This design comes from an exercise in tuning for small area on the open sky130 flow, not from production work. In this exercise RTL edits were held to simulation tests only and were not proved equivalent to the original. Power and IR drop assume default switching activity.

oak:
## mgt_cfeb_rx
module mgt_cfeb_rx
  #(
    parameter NLINK = 7
  )(
   input                   CLK,
   input                   RST,
   input                   RXREADY,        
   input  [16*NLINK-1:0]   RXDATA,         
   input  [2*NLINK-1:0]    RX_IS_K,
   input  [2*NLINK-1:0]    RXDISPERR,
   input  [2*NLINK-1:0]    RXNOTINTABLE,
   input  [NLINK-1:0]      FIFO_FULL,
   input  [NLINK-1:0]      FIFO_AFULL,
   input  [NLINK-1:0]      KILL_RXOUT,
   output [16*NLINK-1:0]   RXDATA_O,
   output [NLINK-1:0]      RXD_VALID,
   output [NLINK-1:0]      CRC_VALID,
   output [NLINK-1:0]      GOOD_CRC
   );
   wire [NLINK-1:0] rxd_valid_ch;
   wire [NLINK-1:0] crc_valid_ch;
   assign RXD_VALID = RXREADY ? (rxd_valid_ch & ~KILL_RXOUT) : {NLINK{1'b0}};
   assign CRC_VALID = RXREADY ? (crc_valid_ch & ~KILL_RXOUT) : {NLINK{1'b0}};
   genvar i;
   generate
      for (i = 0; i < NLINK; i = i + 1) begin : gen_rx_quality
         wire reset_rxd = RST | KILL_RXOUT[i];
         rx_frame_proc rx_data_check_i
  ...
For scale: roughly 2,800 cells after synthesis, ~830 flip-flops, ~0.031 mm2 of cells after synthesis.
clock: 5.0 ns
lec_check: 0
cap_margin: 20
core_margin: 2
core_utilization: 40
place_density: 0.6
slew_margin: 20
run.sh (not shown) runs the stock make flow with config.mk's settings and CLKGATE_MAP_FILE= SYNTH_SCRIPT=/design/flow/synth_recipe.tcl, a recipe that flattens the netlist after the stock synthesis.
oak: done, clean on timing, DRC and antenna
Edits applied to the flow inputs when going from oak to pine:
==> flow/flow/run.sh (new file) <==
#!/bin/bash
# Own layout flow: the standard ORFS flow (standard.sh, unchanged synthesis,
# floorplan, power grid and tap cells) with two layout choices changed:
#  * port buffers use the smallest buffer (buf_1) instead of the one buffer_ports
#    picks by default (clkdlybuf4s50_1): every input and output still gets a buffer;
#  * clock tree synthesis without dummy loads, with sink clusters sized for clkbuf_8.
# The make output goes to flow_make.log; ORFS writes each tool's log under orfs/logs.
set -euo pipefail
bash standard.sh \
  "BUFFER_PORTS_ARGS=-buffer_cell sky130_fd_sc_hd__buf_1" \
  "CTS_ARGS=-sink_clustering_enable -repair_clock_nets -dont_use_dummy_load -sink_clustering_size 16 -sink_clustering_max_diameter 50 -buf_list sky130_fd_sc_hd__clkbuf_8" \
  finish > flow_make.log 2>&1
==> flow/standard.sh (new file) <==
#!/bin/bash
# synth_recipe.tcl (not shown) runs the flow's synth.tcl, then flattens the netlist and writes it again
# the make line also repeats each setting of config.mk as NAME=value (left out here)
make -C /OpenROAD-flow-scripts/flow DESIGN_CONFIG=/design/flow/config.mk WORK_HOME=/design/flow/orfs CLKGATE_MAP_FILE= SYNTH_SCRIPT=/design/flow/synth_recipe.tcl "${@:-finish}"
removed: flow/run.sh
[summary]
A kind of path behind the tightest hold check of reg2reg is what oak shows, while in2async belongs to pine.
Side by side, total internal power turned out lower in pine than in oak.
Row worst setup slack: pine higher / oak lower
Clock tree buffer count of the final layout of pine falls short of that of oak by more than 10%.
Comparing the two runs side by side, pine comes out ahead of oak on final critical-path required period.
oak -> pine: mean number of vias per cell decreased slightly
Looking at first-iteration DRC count, pine sits 57 below oak.
For birch, these inputs were changed with respect to pine:
# pine
export LEC_CHECK = 0
export CAP_MARGIN = 20
export CORE_MARGIN = 2
export CORE_UTILIZATION = 40
export PLACE_DENSITY = 0.6
export SLEW_MARGIN = 20
create_clock -name core_clock -period 5.0 [get_ports {CLK}]
# birch
export LEC_CHECK = 0
export CAP_MARGIN = 20
export CORE_MARGIN = 2
export CORE_UTILIZATION = 50
export CTS_BUF_LIST = sky130_fd_sc_hd__clkbuf_8
export CTS_CLUSTER_DIAMETER = 50
export CTS_CLUSTER_SIZE = 16
export PLACE_DENSITY = 0.65
export SLEW_MARGIN = 20
create_clock -name core_clock -period 5.0 [get_ports {CLK}]
==> flow/run.sh (new file) <==
#!/bin/bash
# synth_recipe.tcl (not shown) runs the flow's synth.tcl, then flattens the netlist and writes it again
# the make line also repeats each setting of config.mk as NAME=value (left out here)
make -C /OpenROAD-flow-scripts/flow DESIGN_CONFIG=/design/flow/config.mk WORK_HOME=/design/flow/orfs CLKGATE_MAP_FILE= SYNTH_SCRIPT=/design/flow/synth_recipe.tcl finish
removed: flow/flow/run.sh
removed: flow/standard.sh
Results
Diff pine -> birch: wire length went down, CTS buffer count decreased by 11% relative to the old numbers, design area saw an increase, part of the power in the clock network went up 4.2 points.
Sort pine and birch by overall die width desc -> top: pine

---

Setup of lane 1:
mgt_cfeb_rx, a different RTL version from the one above (not shown whole).
Size: about 2600 cells after synthesis, roughly 310 I/O pins, roughly 0.028 mm2 of cells after synthesis.
export LEC_CHECK = 0
export CAP_MARGIN = 20
export CORE_MARGIN = 2
export CORE_UTILIZATION = 55
export PLACE_DENSITY = 0.7
export SLEW_MARGIN = 20
create_clock -name core_clock -period 5.0 [get_ports {CLK}]
standard.sh (not shown) runs the stock make flow with config.mk's settings and CLKGATE_MAP_FILE= SYNTH_SCRIPT=/design/flow/synth_recipe.tcl, a recipe that flattens the netlist after the stock synthesis.
==> flow/flow/run.sh <==
#!/bin/bash
# Own layout flow: the standard ORFS flow (standard.sh: the standard synthesis,
# floorplan, power grid and tap cells), with these layout choices changed:
#  * after the standard synthesis, flow/resyn.sh maps its combinational logic again
#    with an area-oriented ABC script (flow/resyn.abc, cells from flow/dontuse.py
#    excluded); every register and other
#    sequential cell stays the same instance, with the same name and cell type;
#  * flow/shrink.py then sets combinational cells to their smallest drive strength
#    and splits 3-input XOR/XNOR cells into 2-input ones (registers untouched); the
#    layout's repair steps size cells up again where timing, slew or load need it;
#  * port buffers use the smallest buffer (buf_1) instead of buffer_ports' default
#    (clkdlybuf4s50_1): every input and output still gets its own buffer;
#  * clock tree synthesis without dummy loads, with the sink cluster size, cluster
#    diameter and clock buffer given in flow/cts_size, flow/cts_diameter, flow/cts_buf.
# Each step's output goes to a log file in this folder (flow_*.log); ORFS also
# writes each tool's log under orfs/logs.
set -euo pipefail
R=orfs/results/sky130hd/mgt_cfeb_rx/base
LIB=$FLOW_HOME/platforms/sky130hd/lib/sky130_fd_sc_hd__tt_025C_1v80.lib
CTS_SIZE=$(cat flow/cts_size)
CTS_DIAM=$(cat flow/cts_diameter)
CTS_BUF=$(cat flow/cts_buf)
bash standard.sh synth > flow_synth.log 2>&1
cp $R/1_2_yosys.v flow_standard_synth.v
bash flow/resyn.sh flow_standard_synth.v flow_resyn.v flow_resyn.log
python3 flow/shrink.py $LIB flow_resyn.v $R/1_2_yosys.v > flow_shrink.log 2>&1
rm -f $R/1_synth.odb $R/1_synth.sdc
bash standard.sh \
  "BUFFER_PORTS_ARGS=-buffer_cell sky130_fd_sc_hd__buf_1" \
  "CTS_ARGS=-sink_clustering_enable -repair_clock_nets -dont_use_dummy_load -sink_clustering_size $CTS_SIZE -sink_clustering_max_diameter $CTS_DIAM -buf_list $CTS_BUF" \
  finish > flow_finish.log 2>&1
==> flow/flow/cts_buf <==
sky130_fd_sc_hd__clkbuf_4
==> flow/flow/cts_diameter <==
40
==> flow/flow/cts_size <==
10
Other scripts of this flow, unchanged in this note and not shown: flow/flow/dontuse.py, flow/flow/resyn.abc, flow/flow/resyn.sh, flow/flow/shrink.py
#### Input delta (lane 2 over lane 1)
==> flow/flow/cts_buf <==
sky130_fd_sc_hd__clkbuf_8
==> flow/flow/cts_diameter <==
50
==> flow/flow/cts_size <==
20
--- a/flow/config.mk
+++ b/flow/config.mk
@@ -9,4 +9,4 @@
 export CORE_MARGIN = 2
-export CORE_UTILIZATION = 55
-export PLACE_DENSITY = 0.7
+export CORE_UTILIZATION = 70
+export PLACE_DENSITY = 0.8
 export SLEW_MARGIN = 20
Results
Measured against each other, lane 1 and lane 2 differ in first-iteration detailed-routing DRC count, the lower figure coming from lane 1.
Average detailed-routed wire length per instance: lane 2 > lane 1
Wire length of the first global-routing pass went down slightly going from lane 1 to lane 2.
Hold slack: lane 2 vs lane 1 up 0.13 ns
Lane 2 ended with less post-layout minimum cycle time than lane 1.
Fmax ended up about 3% higher on lane 2 than on lane 1.
met2 layer wire length in the routed design of lane 2 exceeds that of lane 1 by a few percent.
Lane 1 → lane 2: chip width went down, utilization picked up an extra 16 points.
On non-clock buffer share of cell area, lane 1 tracks lane 2 almost exactly.
Changes in lane 3 relative to lane 2:
==> flow/flow/cts_diameter <==
60
==> flow/flow/cts_size <==
18
--- a/flow/config.mk
+++ b/flow/config.mk
@@ -9,4 +9,4 @@
 export CORE_MARGIN = 2
-export CORE_UTILIZATION = 70
-export PLACE_DENSITY = 0.8
+export CORE_UTILIZATION = 55
+export PLACE_DENSITY = 0.7
 export SLEW_MARGIN = 20
--- outcome ---
On global routing met3 resource utilization: between lane 3 and lane 2, it ends up lower for lane 3.
Summary: with lane 2 as the reference, vertical die dimension in lane 3 moved up by more than 10%.
Delta (lane 3 minus lane 2): worst hold slack went down; per-cell via count in the routed design went down; critical path depth went up; final-layout clock-cell area share did not really move.
Looking at core box area, lane 3 sits about 30% above lane 2.

---

Another version of the RTL of mgt_cfeb_rx (not shown whole).
Size: ~2700 cells after synthesis, roughly 0.029 sq mm of cells after synthesis.
==> flow/config.mk <==
export PLATFORM = sky130hd
export DESIGN_NAME = mgt_cfeb_rx
export DESIGN_NICKNAME = mgt_cfeb_rx
export VERILOG_FILES = /design/flow/design.v
export SDC_FILE = /design/flow/constraint.sdc
export NUM_CORES = 4
export LEC_CHECK = 0
export CAP_MARGIN = 20
export CORE_MARGIN = 2
export CORE_UTILIZATION = 55
export PLACE_DENSITY = 0.7
export SLEW_MARGIN = 20
==> flow/constraint.sdc <==
create_clock -name core_clock -period 5.0 [get_ports {CLK}]
set_input_delay 1.0000 -clock core_clock [delete_from_list [all_inputs] [get_ports {CLK}]]
set_output_delay 1.0000 -clock core_clock [all_outputs]
set_load 0.01 [all_outputs]
==> flow/flow/run.sh <==
#!/bin/bash
# Own layout flow: the standard ORFS flow (standard.sh: the standard synthesis,
# floorplan, power grid and tap cells), with these layout choices changed:
#  * after the standard synthesis, flow/resyn.sh maps its combinational logic again
#    with an area-oriented ABC script (flow/resyn.abc); every register and other
#    sequential cell stays the same instance, with the same name and cell type;
#  * flow/shrink.py then sets combinational cells to their smallest drive strength
#    and splits 3-input XOR/XNOR cells into 2-input ones (registers untouched); the
#    layout's repair steps size cells up again where timing, slew or load need it;
#  * port buffers use the smallest buffer (buf_1) instead of buffer_ports' default
#    (clkdlybuf4s50_1): every input and output still gets its own buffer;
#  * clock tree synthesis without dummy loads, with the sink cluster size, cluster
#    diameter and clock buffer given in flow/cts_size, flow/cts_diameter, flow/cts_buf.
# Each step's output goes to a log file in this folder (flow_*.log); ORFS also
# writes each tool's log under orfs/logs.
set -euo pipefail
R=orfs/results/sky130hd/mgt_cfeb_rx/base
LIB=$FLOW_HOME/platforms/sky130hd/lib/sky130_fd_sc_hd__tt_025C_1v80.lib
CTS_SIZE=$(cat flow/cts_size)
CTS_DIAM=$(cat flow/cts_diameter)
CTS_BUF=$(cat flow/cts_buf)
bash standard.sh synth > flow_synth.log 2>&1
cp $R/1_2_yosys.v flow_standard_synth.v
bash flow/resyn.sh flow_standard_synth.v flow_resyn.v flow_resyn.log
python3 flow/shrink.py $LIB flow_resyn.v $R/1_2_yosys.v > flow_shrink.log 2>&1
rm -f $R/1_synth.odb $R/1_synth.sdc
bash standard.sh \
  "BUFFER_PORTS_ARGS=-buffer_cell sky130_fd_sc_hd__buf_1" \
  "CTS_ARGS=-sink_clustering_enable -repair_clock_nets -dont_use_dummy_load -sink_clustering_size $CTS_SIZE -sink_clustering_max_diameter $CTS_DIAM -buf_list $CTS_BUF" \
  finish > flow_finish.log 2>&1
==> flow/flow/cts_buf <==
sky130_fd_sc_hd__clkbuf_8
==> flow/flow/resyn.abc <==
&get -n
&st
&dch
&nf -a
&st
&dch
&nf -a
&put
==> flow/flow/resyn.sh <==
#!/bin/bash
# resyn.sh IN_NETLIST OUT_NETLIST LOG : re-maps the combinational logic of the
# standard synthesis netlist with an area-oriented ABC script (flow/resyn.abc).
# Registers (and every other sequential cell) are kept as the very same instances.
set -euo pipefail
IN=$1; OUT=$2; LOG=$3
LIB=$FLOW_HOME/platforms/sky130hd/lib/sky130_fd_sc_hd__tt_025C_1v80.lib
YOSYS=$(command -v yosys || echo "$FLOW_HOME/../tools/install/yosys/bin/yosys")
SLOG=orfs/logs/sky130hd/mgt_cfeb_rx/base/1_2_yosys.log
# the don't-use cells the standard synthesis gave ABC
DONT=$(grep -m1 -o "abc -script.*" $SLOG | tr ' ' '\n' | awk 'p{print "-dont_use " $0; p=0} /^-dont_use$/{p=1}' | tr '\n' ' ')
cat > flow_resyn.ys <<EOS
read_liberty -ignore_miss_func $LIB
read_verilog $IN
hierarchy -top $FLOW_TOP
setattr -mod -set keep_hierarchy 1 sky130_fd_sc_hd__df* sky130_fd_sc_hd__edf* sky130_fd_sc_hd__sdf* sky130_fd_sc_hd__dl* sky130_fd_sc_hd__sr*
flatten
opt_clean
select $FLOW_TOP
abc -liberty $LIB $DONT -script $PWD/flow/resyn.abc
setundef -zero
splitnets
opt_clean -purge
hilomap -singleton -hicell sky130_fd_sc_hd__conb_1 HI -locell sky130_fd_sc_hd__conb_1 LO
insbuf -buf sky130_fd_sc_hd__buf_4 A X
rename -enumerate
opt_clean -purge
check
stat
write_verilog -noattr -noexpr -nohex -nodec -selected $OUT
EOS
$YOSYS -s flow_resyn.ys > $LOG 2>&1
Other scripts of this flow, unchanged in this note and not shown: flow/flow/cts_diameter, flow/flow/cts_size, flow/flow/shrink.py
The starting point finished clean.
==> next run, changes <==
--- a/flow/flow/run.sh
+++ b/flow/flow/run.sh
@@ -4,3 +4,4 @@
 #  * after the standard synthesis, flow/resyn.sh maps its combinational logic again
-#    with an area-oriented ABC script (flow/resyn.abc); every register and other
+#    with an area-oriented ABC script (flow/resyn.abc, cells from flow/dontuse.py
+#    excluded); every register and other
 #    sequential cell stays the same instance, with the same name and cell type;
==> flow/flow/dontuse.py (new file) <==
#!/usr/bin/env python3
# Prints -dont_use options for resyn.sh: every combinational cell that has a
# smaller-drive (_1) variant of the same function, and the 3-input XOR/XNOR cells,
# so that ABC maps with the cells shrink.py leaves in place.
import re, sys
lib = open(sys.argv[1]).read()
cells = set(re.findall(r'^\s*cell\s*\(\s*"?(sky130_fd_sc_hd__\w+?)"?\s*\)', lib, re.M))
out = []
for c in sorted(cells):
    m = re.match(r'(sky130_fd_sc_hd__\w+?)_(\d+)$', c)
    if not m:
        continue
    base, dr = m.groups()
    if re.search(r'__(df|edf|sdf|dl|sr|clk|lpflow|probe|conb|tap|fill|decap|diode)', c):
        continue
    if base.endswith('xor3') or base.endswith('xnor3') or (dr != '1' and base + '_1' in cells):
        out.append(c)
print(' '.join('-dont_use ' + c for c in out))
==> flow/flow/resyn.abc (replaced) <==
&get -n
&st
&dch -f
&nf -a -F 10 -A 10
&st
&dch -f
&nf -a -F 10 -A 10
&put
--- a/flow/flow/resyn.sh
+++ b/flow/flow/resyn.sh
@@ -2,3 +2,4 @@
 # resyn.sh IN_NETLIST OUT_NETLIST LOG : re-maps the combinational logic of the
-# standard synthesis netlist with an area-oriented ABC script (flow/resyn.abc).
+# standard synthesis netlist with an area-oriented ABC script (flow/resyn.abc),
+# with only the smallest drive strength of each cell and no 3-input XOR/XNOR.
 # Registers (and every other sequential cell) are kept as the very same instances.
@@ -11,2 +12,4 @@
 DONT=$(grep -m1 -o "abc -script.*" $SLOG | tr ' ' '\n' | awk 'p{print "-dont_use " $0; p=0} /^-dont_use$/{p=1}' | tr '\n' ' ')
+# and the cells shrink.py would replace anyway
+DONT="$DONT $(python3 flow/dontuse.py $LIB)"
 cat > flow_resyn.ys <<EOS
What happened: The changed run completed without violations; first-iteration DRC count is lower by about 22%; synthesized cell count is lower by about 3%; worst hold slack gets worse by 0.033 ns.
==> next run, changes <==
- CORE_UTILIZATION: 55 -> 70
- PLACE_DENSITY: 0.7 -> 0.8
Outcome: The new run produced a clean layout; routed wire length drops by 6.3%; clock-buffer cell count goes down by 2; synthesized cell count does not change; worst hold slack degrades by 0.022 ns; die area falls by 21%.
==> next run, changes <==
==> flow/flow/cts_buf (replaced) <==
{sky130_fd_sc_hd__clkbuf_2 sky130_fd_sc_hd__clkbuf_4 sky130_fd_sc_hd__clkbuf_8}
- CORE_UTILIZATION: 70 -> 55
- PLACE_DENSITY: 0.8 -> 0.7
Critical path depth is lower by 4.
Sequential cell count is unchanged.
Register-to-register slack gets better by 0.14 ns.
Wire length is higher by 6.7%.
Cell count is higher by 4.6%.
Core utilization is lower by 17 points.
Area after synthesis is unchanged.
Cell area is higher by 0.78%.
Power is higher by 0.85%.

what the ideal ports hide:
The results above use ideal ports. As a check the final layouts listed here were re-extracted and re-timed, cells and wires unchanged. Step 1 sets driving cells, clkbuf_16 on the clock port and buf_2 on the other inputs (assumed; they add their load-dependent delay and slew). Step 2 moves the port delays by t, midway between the first and last clock arrival at a register: inputs arrive t later, outputs are due t later. That takes back most of the time a late clock gives input paths. a / b / c = no drivers / after step 1 / after step 2; a / b = the first two.
run | t, ns | setup slack, ns | hold slack, ns
oak | 0.682 | 1.094 / 1.071 / 1.071 | 0.318 / 0.318 / 0.318
pine | 0.722 | 1.768 / 1.745 / 1.745 | 0.269 / 0.228 / 0.293
birch | 0.734 | 1.138 / 1.115 / 1.115 | 0.322 / 0.322 / 0.322
lane 1 | 0.895 | 1.169 / 1.169 / 1.169 | 0.114 / 0.080 / 0.230
lane 2 | 0.709 | 1.276 / 1.276 / 1.276 | 0.242 / 0.212 / 0.318
lane 3 | 0.715 | 1.147 / 1.147 / 1.147 | 0.234 / 0.199 / 0.271
the first run of note 3 | 0.720 | 1.263 / 1.239 / 1.239 | 0.307 / 0.278 / 0.307
the second run of note 3 | 0.716 | 1.376 / 1.376 / 1.376 | 0.274 / 0.240 / 0.320
the third run of note 3 | 0.689 | 1.234 / 1.234 / 1.234 | 0.252 / 0.235 / 0.252
the fourth run of note 3 | 0.716 | 1.376 / 1.376 / 1.376 | 0.274 / 0.240 / 0.320
After both steps every run listed still meets setup and hold. The setup slack of the first run of note 3, which loses most, moves by -0.024 ns with the drivers and by -0.024 ns with both steps.
